What follows belongs to an exercise in optimizing a design on an open flow for small area and a short achievable clock period; a production flow would make more cautious choices.
In this exercise RTL edits were held to simulation tests only and were not proved equivalent to the original.

==> flow/design.v (outline; a module is shown in full before it is edited, if it fits) <==
// module cordic_advanced: 10986 lines
// module add_bk_15: 50 lines
// module add_bk_17: 60 lines
// module add_bk_19: 66 lines
// module add_bk_21: 74 lines
// module add_bk_23: 80 lines
// module add_bk_25: 90 lines
// module add_bk_27: 96 lines
// module add_bk_29: 104 lines
// module msb_11m: 39 lines
// module msb_11p: 39 lines
// module msb_13m: 35 lines
// module msb_13p: 35 lines
// module msb_15m: 31 lines
// module msb_15p: 31 lines
// module msb_1m: 59 lines
// module msb_1p: 59 lines
// module msb_3m: 55 lines
// module msb_3p: 55 lines
// module msb_5m: 51 lines
// module msb_5p: 51 lines
// module msb_7m: 47 lines
// module msb_7p: 47 lines
// module msb_9m: 43 lines
// module msb_9p: 43 lines
// module zpair_1: 9 lines
// module zpair_11: 9 lines
// module zpair_13: 9 lines
// module zpair_15: 9 lines
// module zpair_3: 9 lines
// module zpair_5: 9 lines
// module zpair_7: 9 lines
// module zpair_9: 9 lines
// module g_a21oi: 3 lines
// module g_inv: 3 lines
// module g_nand2: 3 lines
// module g_nor2: 3 lines
// module g_o21ai: 3 lines
// module g_xnor2: 3 lines
// module g_xor2: 3 lines
module cordic_advanced #(
    parameter DATA_WIDTH = 18,
    parameter ANGLE_WIDTH = 32,
    parameter ITERATIONS = 18,
    parameter PIPELINE_STAGES = 18
)(
    input  wire                         clk,
    input  wire                         rst_n,
    input  wire                         enable,
    input  wire signed [DATA_WIDTH-1:0] x_in,
    input  wire signed [DATA_WIDTH-1:0] y_in,
    input  wire signed [ANGLE_WIDTH-1:0] z_in,
    input  wire                         data_valid_in,
    output wire                         data_ready_out,
    output wire signed [DATA_WIDTH:0]   x_out,
    output wire signed [DATA_WIDTH:0]   y_out,
    output wire signed [ANGLE_WIDTH-1:0] z_out,
    output wire                         data_valid_out,
    input  wire                         data_ready_in,
    output wire                         overflow,
    output wire [15:0]                  iterations_count,
    output wire [31:0]                  throughput_counter
);
  // ...
==> flow/run.sh <==
#!/bin/bash
# synth_recipe.tcl (not shown) runs the flow's synth.tcl, then flattens the netlist and writes it again
# the make line also repeats each setting of config.mk as NAME=value (left out here)
make -C /OpenROAD-flow-scripts/flow DESIGN_CONFIG=/design/flow/config.mk WORK_HOME=/design/flow/orfs CLKGATE_MAP_FILE= SYNTH_SCRIPT=/design/flow/synth_recipe.tcl finish
==> flow/config.mk <==
export PLATFORM = sky130hd
export DESIGN_NAME = cordic_advanced
export DESIGN_NICKNAME = cordic_advanced
export VERILOG_FILES = /design/flow/design.v
export SDC_FILE = /design/flow/constraint.sdc
export NUM_CORES = 4
export LEC_CHECK = 0
export CAP_MARGIN = 5
export CORE_MARGIN = 2
export CORE_UTILIZATION = 40
export CTS_CLUSTER_DIAMETER = 100
export CTS_CLUSTER_SIZE = 30
export SLEW_MARGIN = 5
export SYNTH_HIERARCHICAL = 1
==> flow/constraint.sdc <==
create_clock -name core_clock -period 4.5 [get_ports {clk}]
set_input_delay 0.9000 -clock core_clock [delete_from_list [all_inputs] [get_ports {clk}]]
set_output_delay 0.9000 -clock core_clock [all_outputs]
set_load 0.01 [all_outputs]
==> qor.yml, run 1 <==
crit_buf_inv: 7
post_synth_instance_area_um2: 59500
cap_violations: 0
cell_type_of_the_slowest_stage_on_the_worst_timing_path: "sky130_fd_sc_hd__edfxtp_1"
grt_max_degree: 181
critical_path_peak_fanout: 7
initial_utilization_pct: 40.3
met2_wirelength_um: 71400
n_all_buffers: 722
status: "timing/DRC/antenna clean"
vias_per_cell: 4.87
post_route_core_utilization_pct: 48.1
place.gp.congestion: 0.868
placed_cell_area_um2: 67400
synthesis.instances: 7429
dominant_combinational_cell_family_by_area_after_synthesis: "XOR/XNOR gates"
dr_iter_0_viols: 1868
numPortBuffers: 193
cp-endpoint: "yq9[17]"
grt_pass1_wl_um: 222000
critical_path.startpoint: "dq7[0]"
wl_per_cell_um: 13.5
met3RoutedLength_um: 3720
cts_tree: "done"
unrepaired_setup_endpoints_after_global_routing: "true"
fill_cells: 14000
cell_count_after_placement: 9909
synthToLayoutAreaGrowth_pct: 19.3
gr-usage-met3_pct: 1.69
core_area_um2: 148000
timing.rr.start: "dq7[0]"
==> inputs of run 2 (changes only) <==
--- a/flow/config.mk
+++ b/flow/config.mk
@@ -7,3 +7,3 @@
 export LEC_CHECK = 0
-export CAP_MARGIN = 5
+export CAP_MARGIN = 20
 export CORE_MARGIN = 2
@@ -12,3 +12,4 @@
 export CTS_CLUSTER_SIZE = 30
-export SLEW_MARGIN = 5
+export GPL_TIMING_DRIVEN = 0
+export SLEW_MARGIN = 20
 export SYNTH_HIERARCHICAL = 1
==> qor.yml, run 2 <==
final_critical_path_setup_slack_ns: 0.0888
finalWorstPathRequiredPeriod_ns: 4.41
setup_violation_total_in_the_final_timing_report: 0
cell_type_of_the_slowest_stage_on_the_worst_timing_path: "sky130_fd_sc_hd__edfxtp_1"
grt_pass1_wl_um: 220000  # -0.93%
syn_area_per_cell_um2: 8.01
hold_viol: 0
boundaryPins: 194
detailroute.via_count: 48600
number_of_buffers_created_by_cts: 35
setup_total_negative_slack_ns: 0
synth.top_cells.by_area: "sky130_fd_sc_hd__edfxtp_1, sky130_fd_sc_hd__xor2_1, sky130_fd_sc_hd__nand2_1, sky130_fd_sc_hd__nor2_1, sky130_fd_sc_hd__xnor2_1"
antenna_cells: 0
capturing_element_type_of_the_critical_path: "flop"
drt-total-wl_um: 136000
clkSinkCount: 607
grt-ovfl-total: 0
worstSkewPairLatency_ns: 0.64
place.gp.congestion: 0.863  # -0.60%
core_area_um2: 148000  # unchanged
hold_crit_class: "input port to async pin"
worst_hold_slack_ns: 0.0961
clk_slew_on_worst_s_h_paths_ns: 0.12
numPortBuffers: 186  # -3.6%
initial_utilization_pct: 40.3  # unchanged
crit_buf_inv: 5  # -2
grt_antenna_before_repair: 3
synth_async_sr_flop_share_pct: 9.56
yosysTopAreaCell: "sky130_fd_sc_hd__edfxtp_1"
dp_slack_ns: -1.10
report.final.slew_viol_count: 0
worstReg2RegEnd: "yq11[18]"
maximum_clock_path_buffer_count: 3
cts_htree_levels: 2
relSlewSlack_pct: 8.52
first_global_vias: 45800
yosys.cell_count.top_type: "sky130_fd_sc_hd__nand2_1"
biggestRegsByFlops: "throughput_cnt x32, zq1 x29, zq3 x27"
row_count: 141
wl_per_cell_um: 13.7  # +1.6%
synth_top_cells_by_count: "sky130_fd_sc_hd__nand2_1, sky130_fd_sc_hd__xor2_1, sky130_fd_sc_hd__nor2_1"
gr-usage-met3_pct: 1.67  # -0.025 points
worstPathRequired_ns: 4.87
r2r_cells: 25
synthesis.instances: 7429  # unchanged
critical_path_peak_fanout: 7  # unchanged
synth-main-ff-cell: "sky130_fd_sc_hd__edfxtp_1"
synth_top_area_share_pct: 27.7
synth_edf_count: 549
globalRoute.busiestLayer: "met2"
tightest_slew_ns: 1.37
regToRegSetupSlack_ns: 0.09
maximum_single_stage_delay_on_the_critical_path_ns: 0.45
nNetsFinal: 8290
drc: 0
clock_skew_ns: 0.0324
ys_seq_area_share_pct: 30.1
cap_violations: 0  # unchanged
timing.rr.start: "dq9[0]"
dr_iter_0_viols: 2051  # +9.8%
most_frequent_cells_in_the_layout: "sky130_fd_sc_hd__nand2_1, sky130_fd_sc_hd__xor2_1, sky130_fd_sc_hd__nor2_1, sky130_fd_sc_hd__inv_1, sky130_fd_sc_hd__o21ai_1"
unrepaired_setup_endpoints_after_global_routing: "true"
dieArea_um2: 152000
layout_commonest_cell: "sky130_fd_sc_hd__nand2_1"
synthToLayoutAreaGrowth_pct: 21.7
largest_reg_flops: 32
status: "timing/DRC/antenna clean"
start_kind: "flop"
timing_worst_setup_path_type: "flop to flop"
worst-endpoint-arrival_ns: 4.78
floorplan_die_width_um: 390
clock.fmax_mhz: 227
regMostFlops: "throughput_cnt"
grt_max_degree: 103  # -43%
post_synth_instance_area_um2: 59500  # unchanged
hold_buffers: 0
die_height_um: 390
groute.layer.met1.usage_pct: 20.0
cts_tree: "done"
critPathTopFamily: "compound AO/OA/AOI/OAI gates"
synthesis.yosys.warnings: 7
grt_use_met2_pct: 32.6
ys_ff_latch: 607
detail_route.first_pass.iterations: 6
cell_count_after_placement: 9578  # -3.3%
drive_above_1_share_pct: 17.5
fill_cells: 13600  # -2.7%
clk_root_buffer_cell: "sky130_fd_sc_hd__clkbuf_16"
vias_per_cell: 4.90  # +0.61%
yosys.cell_types.count: 113
detailedPlacementHpwl_um: 105000
grt_util_all_layers_pct: 17.1
critPathMostFrequentCell: "sky130_fd_sc_hd__o21ai_2"
finish.cell_count_without_fillers: 9911
final.period_utilization_pct: 98.0
drtAntennaViolNets: 0
post_route_core_utilization_pct: 49.1  # +0.99 points
[run 2: layout make-up]
type                    count  area, um2  area share [%]
inverters                 736       2770            3.82
plain buffers              86        589           0.813
repair buffers            485       4690            6.48
multi-input cells        6005      42700            59.0
clock buffers              38        930            1.28
well taps                1930       2410            3.33
flip-flops and latches    607      17900            24.8
clock inverters            24        397           0.547
[run 2: how the worst max path moves through the flow]
| stage | cells past startpoint | startpoint | end |
|---|---|---|---|
| after floorplan | 22 | dq1[0] | yq3[18] |
| after global placement | 5 | enable | iteration_counter[13] |
| after detailed placement | 25 | dq13[0] | xq15[18] |
| after CTS | 26 | dq9[0] | yq11[13] |
| after global routing | 26 | dq7[0] | yq9[18] |
| final | 25 | dq9[0] | yq11[18] |
[run 2: metal layers]
| metal | part of all wire (%) | up-vias |
|---|---|---|
| met5 | 0 | - |
| met4 | 3.0 | 0 |
| met2 | 52 | 655 |
| met3 | 2.6 | 201 |
| li1 | - | 25200 |
| met1 | 42 | 22600 |
[run 2: cells by family (layout without fill, tap and decap cells)]
kind of cell / Yosys count / count (layout) / share of synthesized area [%]
buf+inv: 822 / 1369 / 5.63
other cells: 14 / 18 / 0.0883
xor+xnor: 1654 / 1654 / 24.3
fa+ha+maj: 261 / 261 / 6.66
flops: 607 / 607 / 30.1
simple gates: 2713 / 2713 / 18.4
mux: 25 / 26 / 0.502
compound gates: 1333 / 1333 / 14.2
[run 2: through the flow]
step                      cell area, um2
after floorplan                    60200
after global placement             64400
after detailed placement           65000
after CTS                          68300
after global routing               72500
final                              72500
[run 2: what timing repair did]
action | in CTS | in global routing
endpoints found under the setup margin | 213 | 225
resized for setup | 210 | 481
endpoints found under the hold margin | 0 | 0
pin swaps | 54 | 201
setup buffers | 76 | 191
gates cloned | 2 | 2
[run 2: Yosys stat by module (local to each module, per instance), a selection]
module,cell area (um2),cells inside,flip-flops and latches
msb_9m,82.6,10,0
msb_5m,161,22,0
zpair_5,43.8,6,0
zpair_9,43.8,6,0
add_bk_23,990,115,0
g_xnor2,8.76,1,0
msb_15p,56.3,8,0
g_xor2,8.76,1,0
msb_3m,134,18,0
msb_7p,83.8,13,0
msb_1p,116,16,0
zpair_3,43.8,6,0
msb_9p,115,17,0
==> inputs of run 3 (changes only) <==
--- a/flow/config.mk
+++ b/flow/config.mk
@@ -12,3 +12,3 @@
 export CTS_CLUSTER_SIZE = 30
-export GPL_TIMING_DRIVEN = 0
+export SETUP_SLACK_MARGIN = 0.7
 export SLEW_MARGIN = 20
==> qor.yml, run 3 <==
status: "timing/DRC/antenna clean"
synthToLayoutAreaGrowth_pct: 26.2
hold_crit_class: "input port to async pin"
clk_slew_on_worst_s_h_paths_ns: 0.11  # about the same
synth_async_sr_flop_share_pct: 9.56  # unchanged
worstPathRequired_ns: 4.90  # +0.03 ns
tightest_slew_ns: 1.33  # -0.0422 ns
detail_route.first_pass.iterations: 6  # unchanged
biggestRegsByFlops: "throughput_cnt x32, zq1 x29, zq3 x27"
grt-ovfl-total: 0  # unchanged
row_count: 141  # unchanged
floorplan_die_width_um: 390  # unchanged
synth_top_area_share_pct: 27.7  # unchanged
boundaryPins: 194  # unchanged
clk_root_buffer_cell: "sky130_fd_sc_hd__clkbuf_16"
hold_viol: 0  # unchanged
nNetsFinal: 8613  # +3.9%
grt_max_degree: 107  # +3.9%
r2r_cells: 28  # +12%
clkSinkCount: 607  # unchanged
yosys.cell_count.top_type: "sky130_fd_sc_hd__nand2_1"
clock_skew_ns: 0.0649  # +0.0325 ns
critPathTopFamily: "compound AO/OA/AOI/OAI gates"
final.period_utilization_pct: 95.1  # -2.9 points
maximum_clock_path_buffer_count: 3  # unchanged
fill_cells: 13600  # -0.64%
timing.rr.start: "dq9[0]"
cell_type_of_the_slowest_stage_on_the_worst_timing_path: "sky130_fd_sc_hd__edfxtp_1"
grt_pass1_wl_um: 226000  # +2.8%
drtAntennaViolNets: 0  # unchanged
critPathMostFrequentCell: "sky130_fd_sc_hd__buf_4"
synth_top_cells_by_count: "sky130_fd_sc_hd__nand2_1, sky130_fd_sc_hd__xor2_1, sky130_fd_sc_hd__nor2_1"
largest_reg_flops: 32  # unchanged
ys_seq_area_share_pct: 30.1  # unchanged
cts_htree_levels: 2  # unchanged
post_synth_instance_area_um2: 59500  # unchanged
wl_per_cell_um: 13.7  # +0.32%
dieArea_um2: 152000  # unchanged
synth_edf_count: 549  # unchanged
setup_violation_total_in_the_final_timing_report: 0  # unchanged
die_height_um: 390  # unchanged
synth-main-ff-cell: "sky130_fd_sc_hd__edfxtp_1"
unrepaired_setup_endpoints_after_global_routing: "true"
report.final.slew_viol_count: 0  # unchanged
regToRegSetupSlack_ns: 0.22  # +0.13 ns
grt_util_all_layers_pct: 17.7  # +0.58 points
ys_ff_latch: 607  # unchanged
cts_tree: "done"
yosys.cell_types.count: 113  # unchanged
critical_path_peak_fanout: 5  # -2
vias_per_cell: 4.88  # -0.45%
first_global_vias: 48200  # +5.2%
place.gp.congestion: 0.867  # +0.38%
regMostFlops: "throughput_cnt"
core_area_um2: 148000  # unchanged
worstSkewPairLatency_ns: 0.66  # +0.02 ns
detailedPlacementHpwl_um: 109000  # +3.8%
finalWorstPathRequiredPeriod_ns: 4.28  # -0.132 ns
drc: 0  # unchanged
crit_buf_inv: 8  # +3
cell_count_after_placement: 9854  # +2.9%
start_kind: "flop"
most_frequent_cells_in_the_layout: "sky130_fd_sc_hd__nand2_1, sky130_fd_sc_hd__xor2_1, sky130_fd_sc_hd__nor2_1, sky130_fd_sc_hd__inv_1, sky130_fd_sc_hd__buf_4"
synthesis.instances: 7429  # unchanged
clock.fmax_mhz: 234  # +3.1%
dr_iter_0_viols: 2016  # -1.7%
drt-total-wl_um: 141000  # +3.6%
number_of_buffers_created_by_cts: 37  # +5.7%
yosysTopAreaCell: "sky130_fd_sc_hd__edfxtp_1"
timing_worst_setup_path_type: "flop to flop"
numPortBuffers: 193  # +3.8%
detailroute.via_count: 50000  # +2.8%
finish.cell_count_without_fillers: 10200  # +3.3%
synth.top_cells.by_area: "sky130_fd_sc_hd__edfxtp_1, sky130_fd_sc_hd__xor2_1, sky130_fd_sc_hd__nand2_1, sky130_fd_sc_hd__nor2_1, sky130_fd_sc_hd__xnor2_1"
synthesis.yosys.warnings: 7  # unchanged
layout_commonest_cell: "sky130_fd_sc_hd__nand2_1"
relSlewSlack_pct: 11.3  # +2.8 points
cap_violations: 0  # unchanged
capturing_element_type_of_the_critical_path: "flop"
grt_antenna_before_repair: 0  # -3
drive_above_1_share_pct: 22.0  # +4.5 points
worst-endpoint-arrival_ns: 4.68  # -0.10 ns
maximum_single_stage_delay_on_the_critical_path_ns: 0.39  # -0.06 ns
syn_area_per_cell_um2: 8.01  # unchanged
worstReg2RegEnd: "yq11[11]"
initial_utilization_pct: 40.3  # unchanged
## run 3: changes by cell type in the layout (fill, tap and decap cells not counted), sizes merged
cell / delta
buf: +341
bufbuf: -1
bufinv: -5
clkbuf: -12
clkdlybuf4s15: +5
clkdlybuf4s50: -12
clkinv: +2
diode: +1
dlygate4sd2: +14
dlymetal6s2s: -13
inv: +5
mux2: +1
## run 3: area by class of cell
| class | count | area, um2 | area share (%) |
|---|---|---|---|
| Inverter | 736 | 2770 | 3.69 |
| Antenna cell | 1 | 2.50 | 0.00333 |
| Timing Repair Buffer | 891 | 7660 | 10.2 |
| Sequential cell | 607 | 17900 | 23.9 |
| Tap cell | 1930 | 2410 | 3.22 |
| Clock buffer | 40 | 958 | 1.28 |
| Multi-Input combinational cell | 6006 | 43000 | 57.2 |
| Clock inverter | 26 | 358 | 0.477 |
## run 3: worst register-to-register path, delay by kind of cell, from the launching register on
kind	cells	cell delay [ns]
AO/OA/AOI/OAI	11	1.49
AND/OR/NAND/NOR	5	0.48
flip-flops	1	0.39
buffers and inverters	8	0.99
XOR/XNOR	4	0.70
## run 3: metal layers
layer	track usage [%]	vias to the layer above	wire length, um
li1	-	25900	-
met1	19.0	23200	55900
met2	35.3	633	76200
met3	1.64	237	3480
met4	6.26	0	4960
met5	0	-	0
## run 3: metrics by stage
| step | area (um2) | utilization, % | setup WS, ns | TNS, ns | hold slack (ns) |
|---|---|---|---|---|---|
| floorplan | 60900 | - | -0.235 | -3.82 | 0.475 |
| global placement | 67800 | 45.9 | -0.451 | -4.91 | 0.463 |
| detailed placement | 67800 | 45.9 | -0.357 | -3.92 | 0.466 |
| CTS | 71800 | 48.6 | 0.246 | 0 | 0.167 |
| global route | 75100 | 50.9 | -0.0228 | -0.0682 | 0.193 |
| finish | 75100 | 50.9 | 0.221 | 0 | 0.198 |
## run 3: Yosys stat by module, one instance, submodules excluded, excerpt
module	times used	cells	flip-flops and latches	cell area, um2
add_bk_17	1	81	0	714
cordic_advanced	1	1111	607	21400
g_nand2	1248	1	0	3.75
msb_11p	1	8	0	56.3
msb_15p	1	8	0	56.3
msb_3m	1	18	0	134
msb_9m	1	10	0	82.6
zpair_5	1	6	0	43.8
zpair_7	1	9	0	51.3
## run 3: worst max-delay path by stage
stage	from	cells after the start	endpoint	slack, ns
after CTS	dq9[0]	25	xq11[10]	0.25
after detailed placement	z_in[17]	17	zq1[23]	-0.36
final	dq9[0]	28	yq11[11]	0.22
after global placement	z_in[17]	16	zq1[23]	-0.45
after floorplan	dq1[0]	22	yq3[18]	-0.24
after global routing	dq9[0]	28	yq11[15]	-0.02
## run 3: repair_timing
item,4_1_cts,5_1_grt
buffers inserted,190,116
setup endpoints to repair,304,354
hold buffers,0,0
gates resized for setup,304,397
cloned,3,7
pin swaps,143,165
## run 3: cell families after synthesis
kind of cell    count (synthesis)  synth area share [%]
compound gates               1333                  14.2
xor+xnor                     1654                  24.3
fa+ha+maj                     261                  6.66
buf+inv                       822                  5.63
flops                         607                  30.1
mux                            25                 0.502
other cells                    14                0.0883
simple gates                 2713                  18.4
==> inputs of run 4 (changes only) <==
--- a/flow/config.mk
+++ b/flow/config.mk
@@ -12,3 +12,2 @@
 export CTS_CLUSTER_SIZE = 30
-export SETUP_SLACK_MARGIN = 0.7
 export SLEW_MARGIN = 20
==> qor.yml, run 4 <==
setup_total_negative_slack_ns: 0  # unchanged
syn_area_per_cell_um2: 8.01  # unchanged
synthesis.yosys.warnings: 7  # unchanged
core_area_um2: 148000  # unchanged
clock_skew_ns: 0.0382  # -0.0267 ns
maximum_clock_path_buffer_count: 3  # unchanged
critical_path.startpoint: "dq7[0]"
synth_edf_count: 549  # unchanged
die_height_um: 390  # unchanged
critPathMostFrequentCell: "sky130_fd_sc_hd__o21ai_4"
dp_slack_ns: -0.465  # -0.108 ns
synthToLayoutAreaGrowth_pct: 19.3
wl_per_cell_um: 13.5  # -1.9%
detail_route.first_pass.iterations: 5  # -1
stdcell_area_um2: 71000  # -5.5%
unrepaired_setup_endpoints_after_global_routing: "true"
most_frequent_cells_in_the_layout: "sky130_fd_sc_hd__nand2_1, sky130_fd_sc_hd__xor2_1, sky130_fd_sc_hd__nor2_1, sky130_fd_sc_hd__inv_1, sky130_fd_sc_hd__o21ai_1"
synth-main-ff-cell: "sky130_fd_sc_hd__edfxtp_1"
regMostFlops: "throughput_cnt"
drive_above_1_share_pct: 15.7  # -6.3 points
worst-endpoint-arrival_ns: 4.73  # +0.05 ns
biggestRegsByFlops: "throughput_cnt x32, zq1 x29, zq3 x27"
tightest_slew_ns: 1.03  # -0.298 ns
hold_viol: 0  # unchanged
worst_hold_slack_ns: 0.261  # +0.0630 ns
floorplan_die_width_um: 390  # unchanged
nNetsFinal: 8443  # -2.0%
synth_compound_area_share_pct: 14.2  # unchanged
numPortBuffers: 193  # unchanged
status: "timing/DRC/antenna clean"
clkSinkCount: 607  # unchanged
cts_tree: "done"
detailroute.via_count: 49100  # -1.8%
worstPathRequired_ns: 4.91  # about the same
synth_xor_area_share_pct: 24.3  # unchanged
largest_reg_flops: 32  # unchanged
initial_utilization_pct: 40.3  # unchanged
synth.top_cells.by_area: "sky130_fd_sc_hd__edfxtp_1, sky130_fd_sc_hd__xor2_1, sky130_fd_sc_hd__nand2_1, sky130_fd_sc_hd__nor2_1, sky130_fd_sc_hd__xnor2_1"
ys_seq_area_share_pct: 30.1  # unchanged
ys_ff_latch: 607  # unchanged
setup_violation_total_in_the_final_timing_report: 0  # unchanged
cap_violations: 0  # unchanged
synthesis.instances: 7429  # unchanged
timing_worst_setup_path_type: "flop to flop"
final_critical_path_setup_slack_ns: 0.179  # -0.0419 ns
relSlewSlack_pct: 30.7  # +19 points
report.final.slew_viol_count: 0  # unchanged
synth_top_cells_by_count: "sky130_fd_sc_hd__nand2_1, sky130_fd_sc_hd__xor2_1, sky130_fd_sc_hd__nor2_1"
grt_antenna_before_repair: 2  # +2
dieArea_um2: 152000  # unchanged
yosysTopAreaCell: "sky130_fd_sc_hd__edfxtp_1"
cts_htree_levels: 2  # unchanged
grt_util_all_layers_pct: 17.2  # -0.42 points
synth_top_area_share_pct: 27.7  # unchanged
capturing_element_type_of_the_critical_path: "flop"
clk_root_buffer_cell: "sky130_fd_sc_hd__clkbuf_16"
dr_iter_0_viols: 1868  # -7.3%
hold_crit_class: "input port to async pin"
drc: 0  # unchanged
final.period_utilization_pct: 96.0  # +0.93 points
detailedPlacementHpwl_um: 109000  # about the same
cell_type_of_the_slowest_stage_on_the_worst_timing_path: "sky130_fd_sc_hd__edfxtp_1"
clk_slew_on_worst_s_h_paths_ns: 0.12  # about the same
post_synth_instance_area_um2: 59500  # unchanged
number_of_buffers_created_by_cts: 38  # +2.7%
row_count: 141  # unchanged
place.gp.congestion: 0.868  # +0.22%
maximum_single_stage_delay_on_the_critical_path_ns: 0.44  # +0.05 ns
drt-total-wl_um: 136000  # -3.5%
placed_cell_area_um2: 67400  # -0.59%
layout_commonest_cell: "sky130_fd_sc_hd__nand2_1"
clock.fmax_mhz: 231  # -0.97%
boundaryPins: 194  # unchanged
grt_pass1_wl_um: 222000  # -1.8%
worstSkewPairLatency_ns: 0.65  # about the same
grt-ovfl-total: 0  # unchanged
synthMuxAreaShare_pct: 0.502  # unchanged
regToRegSetupSlack_ns: 0.18  # -0.04 ns
grt_max_degree: 181  # +69%
synthAdderAreaFrac_pct: 6.66  # unchanged
yosys.cell_types.count: 113  # unchanged
vias_per_cell: 4.87  # -0.15%
drtAntennaViolNets: 0  # unchanged
dominant_combinational_cell_family_by_area_after_synthesis: "XOR/XNOR gates"
timing.rr.start: "dq7[0]"
finalWorstPathRequiredPeriod_ns: 4.32  # +0.0419 ns
yosys.cell_count.top_type: "sky130_fd_sc_hd__nand2_1"
critical_path_peak_fanout: 7  # +2
start_kind: "flop"
synth_async_sr_flop_share_pct: 9.56  # unchanged
first_global_vias: 47100  # -2.2%
synth_simple_gate_area_share_pct: 18.4  # unchanged
## run 4: cell counts after synthesis
Identical to the previous run, type by type.
## run 4: logic make-up (layout without fill, tap and decap cells)
kind of cell	after synthesis	after routing
and+or+nand+nor	2713	2713
xor gates and xnor gates	1654	1654
AOI/OAI and AO/OA	1333	1333
buffers and inverters	822	1527
DFF	607	607
adders and majority gates	261	261
muxes	25	25
other	14	20
## run 4: path summary, 6_finish.rpt
kind | cells past startpoint | end
worst max register to register | 27 | yq9[17]
worst min register to register | 1 | throughput_cnt[31]
worst min-delay path | 1 | throughput_cnt[15]
worst max-delay path | 27 | yq9[17]
max in group asynchronous | 2 | iteration_counter[1]
min in group core_clock | 1 | throughput_cnt[31]
## run 4: per-module statistics from Yosys, one instance, submodules excluded, a selection
| module | cells | flip-flops and latches | area (um2) | copies in the design |
|---|---|---|---|---|
| zpair_3 | 6 | 0 | 43.8 | 1 |
| g_nor2 | 1 | 0 | 3.75 | 1036 |
| msb_1m | 17 | 0 | 136 | 1 |
| msb_7p | 13 | 0 | 83.8 | 1 |
| msb_3p | 15 | 0 | 109 | 1 |
| msb_13p | 11 | 0 | 70.1 | 1 |
## run 4: timing repair
item	in CTS	in global routing
gates cloned	0	2
setup endpoints to repair	49	187
pin swaps	1	78
hold buffers	0	0
hold endpoints to repair	0	0
resized for setup	18	266
buffers inserted	5	83
## run 4: layer usage
layer | wire length (um) | vias up | track usage (%)
met5 | 0 | - | 0
met4 | 4340 | 0 | 4.98
met3 | 3720 | 191 | 1.69
met2 | 71400 | 627 | 33.7
met1 | 56200 | 22600 | 19.5
li1 | - | 25600 | -
## run 4: final cells by class
class	instances	area (um2)
Clock buffer	42	1030
Inverter	736	2760
Clock inverter	27	423
Antenna cell	2	5.00
Fill cell	14000	76700
Tap cell	1930	2410
Timing Repair Buffer	722	6110
Sequential cell	607	17900
Multi-Input combinational cell	6004	40300
## run 4: worst max-delay path, delay by kind of cell, from the launching register on
family / cells / cell delay, ns
buffers and inverters: 7 / 0.81
flip-flops: 1 / 0.44
AO/OA/AOI/OAI: 11 / 1.75
AND/OR/NAND/NOR: 5 / 0.34
XOR/XNOR: 4 / 0.75
## run 4: stage by stage
step / util [%] / std cells
after floorplan: - / 7433
after global placement: 45.6 / 9909
after detailed placement: 45.6 / 9909
after CTS: 46.7 / 9983
after global routing: 48.1 / 10100
final: 48.1 / 10100
==> inputs of run 5 (changes only) <==
--- a/flow/config.mk
+++ b/flow/config.mk
@@ -12,2 +12,3 @@
 export CTS_CLUSTER_SIZE = 30
+export SETUP_SLACK_MARGIN = 0.3
 export SLEW_MARGIN = 20
==> qor.yml, run 5 <==
core_area_um2: 148000  # unchanged
most_frequent_cells_in_the_layout: "sky130_fd_sc_hd__nand2_1, sky130_fd_sc_hd__xor2_1, sky130_fd_sc_hd__nor2_1, sky130_fd_sc_hd__inv_1, sky130_fd_sc_hd__buf_4"
hold_buffers: 0  # unchanged
ys_ff_latch: 607  # unchanged
syn_area_per_cell_um2: 8.01  # unchanged
synth_top_area_share_pct: 27.7  # unchanged
dr_iter_0_viols: 2596  # +39%
drt-total-wl_um: 145000  # +7.1%
post_synth_instance_area_um2: 59500  # unchanged
area.sequential_um2: 17900  # unchanged
critical_path_peak_fanout: 13  # +6
setup_violation_total_in_the_final_timing_report: 0  # unchanged
maximum_clock_path_buffer_count: 3  # unchanged
clk_slew_on_worst_s_h_paths_ns: 0.11  # about the same
worstPathRequired_ns: 4.88  # -0.03 ns
initial_utilization_pct: 40.3  # unchanged
detail_route.first_pass.iterations: 6  # +1
worst-endpoint-arrival_ns: 4.61  # -0.12 ns
ys_seq_area_share_pct: 30.1  # unchanged
grt_antenna_before_repair: 4  # +2
multi_input_comb_area_um2: 41400  # +2.6%
start_kind: "flop"
numPortBuffers: 193  # unchanged
row_count: 141  # unchanged
floorplan_die_width_um: 390  # unchanged
grt_max_degree: 165  # -8.8%
synth-main-ff-cell: "sky130_fd_sc_hd__edfxtp_1"
synthToLayoutAreaGrowth_pct: 22.0
clock_skew_ns: 0.0477  # +0.00953 ns
dieArea_um2: 152000  # unchanged
relSlewSlack_pct: 25.9  # -4.8 points
fill_cells: 13800  # -1.6%
clk_root_buffer_cell: "sky130_fd_sc_hd__clkbuf_16"
synthesis.yosys.warnings: 7  # unchanged
number_of_buffers_created_by_cts: 39  # +2.6%
drc: 0  # unchanged
status: "timing/DRC/antenna clean"
largest_reg_flops: 32  # unchanged
grt_pass1_wl_um: 233000  # +5.0%
timing_worst_setup_path_type: "flop to flop"
crit_buf_inv: 5  # -2
synth_edf_count: 549  # unchanged
synthesis.instances: 7429  # unchanged
layout_commonest_cell: "sky130_fd_sc_hd__nand2_1"
biggestRegsByFlops: "throughput_cnt x32, zq1 x29, zq3 x27"
worstSkewPairLatency_ns: 0.65  # about the same
yosysTopAreaCell: "sky130_fd_sc_hd__edfxtp_1"
drtAntennaViolNets: 0  # unchanged
hold_viol: 0  # unchanged
yosys.cell_count.top_type: "sky130_fd_sc_hd__nand2_1"
grt_util_all_layers_pct: 18.4  # +1.1 points
die_height_um: 390  # unchanged
boundaryPins: 194  # unchanged
synth_top_cells_by_count: "sky130_fd_sc_hd__nand2_1, sky130_fd_sc_hd__xor2_1, sky130_fd_sc_hd__nor2_1"
detailedPlacementHpwl_um: 114000  # +4.4%
critPathTopFamily: "compound AO/OA/AOI/OAI gates"
drive_above_1_share_pct: 18.5  # +2.8 points
synth_async_sr_flop_share_pct: 9.56  # unchanged
hold_crit_class: "input port to async pin"
place.gp.congestion: 0.872  # +0.39%
maximum_single_stage_delay_on_the_critical_path_ns: 0.45  # about the same
cts_htree_levels: 2  # unchanged
cell_type_of_the_slowest_stage_on_the_worst_timing_path: "sky130_fd_sc_hd__edfxtp_1"
cts_tree: "done"
vias_per_cell: 4.90  # +0.53%
finalWorstPathRequiredPeriod_ns: 4.24  # -0.0837 ns
clkSinkCount: 607  # unchanged
first_global_vias: 47100  # +0.023%
final.period_utilization_pct: 94.2  # -1.9 points
synth.top_cells.by_area: "sky130_fd_sc_hd__edfxtp_1, sky130_fd_sc_hd__xor2_1, sky130_fd_sc_hd__nand2_1, sky130_fd_sc_hd__nor2_1, sky130_fd_sc_hd__xnor2_1"
regMostFlops: "throughput_cnt"
tightest_slew_ns: 1.11  # +0.0796 ns
nNetsFinal: 8502  # +0.70%
post_route_core_utilization_pct: 49.2  # +1.1 points
yosys.cell_types.count: 113  # unchanged
cap_violations: 0  # unchanged
report.final.slew_viol_count: 0  # unchanged
capturing_element_type_of_the_critical_path: "flop"
clock.fmax_mhz: 236  # +2.0%
wl_per_cell_um: 14.3  # +6.5%
detailroute.via_count: 49600  # +1.1%
grt-ovfl-total: 0  # unchanged
critPathMostFrequentCell: "sky130_fd_sc_hd__a21oi_2"
path_cells: "buf_4 -> clkbuf_16 -> xnor2_2 -> nor2_1 -> o21ai_4 -> a21oi_2 -> inv_1 -> a21oi_2 -> xnor2_2 -> xor2_1 -> nor2_1 -> o21ai_1 -> inv_1 -> o21ai_2 -> a21oi_2 -> o21ai_2 -> a21oi_2 -> buf_4 -> nand2_1 -> o21ai_1 -> xor2_1"
unrepaired_setup_endpoints_after_global_routing: "true"
## run 5: changes by cell type in the layout (fill, tap and decap cells not counted), sizes merged
cell | before | now
inv | 749 | 753
clkdlybuf4s50 | 191 | 177
clkinv | 9 | 10
clkbuf | 44 | 45
buf | 529 | 585
dlygate4sd2 | 0 | 14
clkinvlp | 1 | 2
bufinv | 4 | 1
## run 5: per-stage QoR
stage	cell area (um2)	hold WS, ns	setup WS [ns]	TNS [ns]	std cells
global placement	66900	0.461	-0.434	-4.07	9788
detailed placement	66900	0.464	-0.444	-4.22	9788
CTS	70200	0.159	0.240	0	10000
floorplan	60600	0.475	-0.235	-3.60	7433
finish	72600	0.193	0.263	0	10100
global route	72600	0.209	0.00282	0	10100
## run 5: final cells by class
cell class	instances	area share, %
clock inverters	30	0.731
flip-flops and latches	607	24.7
repair buffers	780	9.08
clock buffers	41	1.38
well taps	1930	3.33
multi-input cells	6004	57.0
diodes	2	0.00689
inverters	736	3.80
## run 5: per-module statistics from Yosys (local to each module, per instance), a selection
module,cell area (um2),flip-flops and latches,cells,times used
msb_15p,56.3,0,8,1
g_a21oi,8.76,0,1,230
msb_11p,56.3,0,8,1
g_xor2,8.76,0,1,1129
add_bk_21,896,0,103,1
msb_1p,116,0,16,1
msb_5m,161,0,22,1
msb_3m,134,0,18,1
add_bk_17,714,0,81,1
## run 5: repair_timing
item	in CTS	in global routing
pin swaps	79	129
setup buffers	158	107
gates resized for setup	136	286
cloned	0	4
endpoints found under the setup margin	180	237
## run 5: metal layers
layer  track usage (%)  vias up  share of wire, %
met5                 0        -             0.019
met4              4.11        4               1.9
met3              1.69      153               3.0
met2              34.3      655                52
met1              22.7    23100                44
li1                  -    25700                 -
## run 5: worst paths after layout
kind                                    start            endpoint  slack, ns  cells past startpoint
setup / recovery                       dq5[0]             yq7[14]       0.26                     21
hold / removal                          rst_n  throughput_cnt[25]       0.19                      1
setup reg to reg                       dq5[0]             yq7[14]       0.26                     21
hold reg to reg            throughput_cnt[31]  throughput_cnt[31]       0.47                      1
max in group asynchronous               rst_n                vq13       3.42                      2
min in group core_clock    throughput_cnt[31]  throughput_cnt[31]       0.47                      1
## run 5: cell families (layout without fill, tap and decap cells)
kind of cell	count (synthesis)	count (layout)	synth area share (%)
compound gates	1333	1333	14.2
xor+xnor	1654	1654	24.3
fa+ha+maj	261	261	6.66
buf+inv	822	1587	5.63
flops	607	607	30.1
mux	25	25	0.502
other cells	14	20	0.0883
simple gates	2713	2713	18.4

port drivers added, routing unchanged:
The results above use ideal ports. As a check the final layouts listed here were re-extracted and re-timed, cells and wires unchanged.
Step 1 (the two cells are an assumption about what drives the block):
set clk [get_ports {clk}]
set_driving_cell -lib_cell sky130_fd_sc_hd__clkbuf_16 $clk
set_driving_cell -lib_cell sky130_fd_sc_hd__buf_2 [delete_from_list [all_inputs] $clk]
Step 2 moves the port delays by t, midway between the first and last clock arrival at a register: inputs arrive t later, outputs are due t later. That takes back most of the time a late clock gives input paths.
Three values: ideal, step 1, step 2; two values: the first two.
run | t (ns) | setup WS [ns] | worst setup path after step 2 | clock arrival spread, ns | worst slew at a driven data input, ns
run 1 | 0.712 | 0.179 / 0.139 / -0.346 | input to register | 0.040 / 0.041 | 0.11
run 2 | 0.708 | 0.089 / 0.089 / -0.511 | input to register | 0.038 / 0.038 | 0.13
run 3 | 0.699 | 0.221 / 0.221 / -0.331 | input to register | 0.066 / 0.066 | 0.07
run 4 | 0.712 | 0.179 / 0.139 / -0.346 | input to register | 0.040 / 0.041 | 0.11
run 5 | 0.715 | 0.263 / 0.221 / -0.391 | input to register | 0.059 / 0.059 | 0.10
Met with ideal ports but missed after step 2: setup timing in every run listed. The setup slack of run 5, which loses most, moves by -0.042 ns with the drivers and by -0.654 ns with both steps.
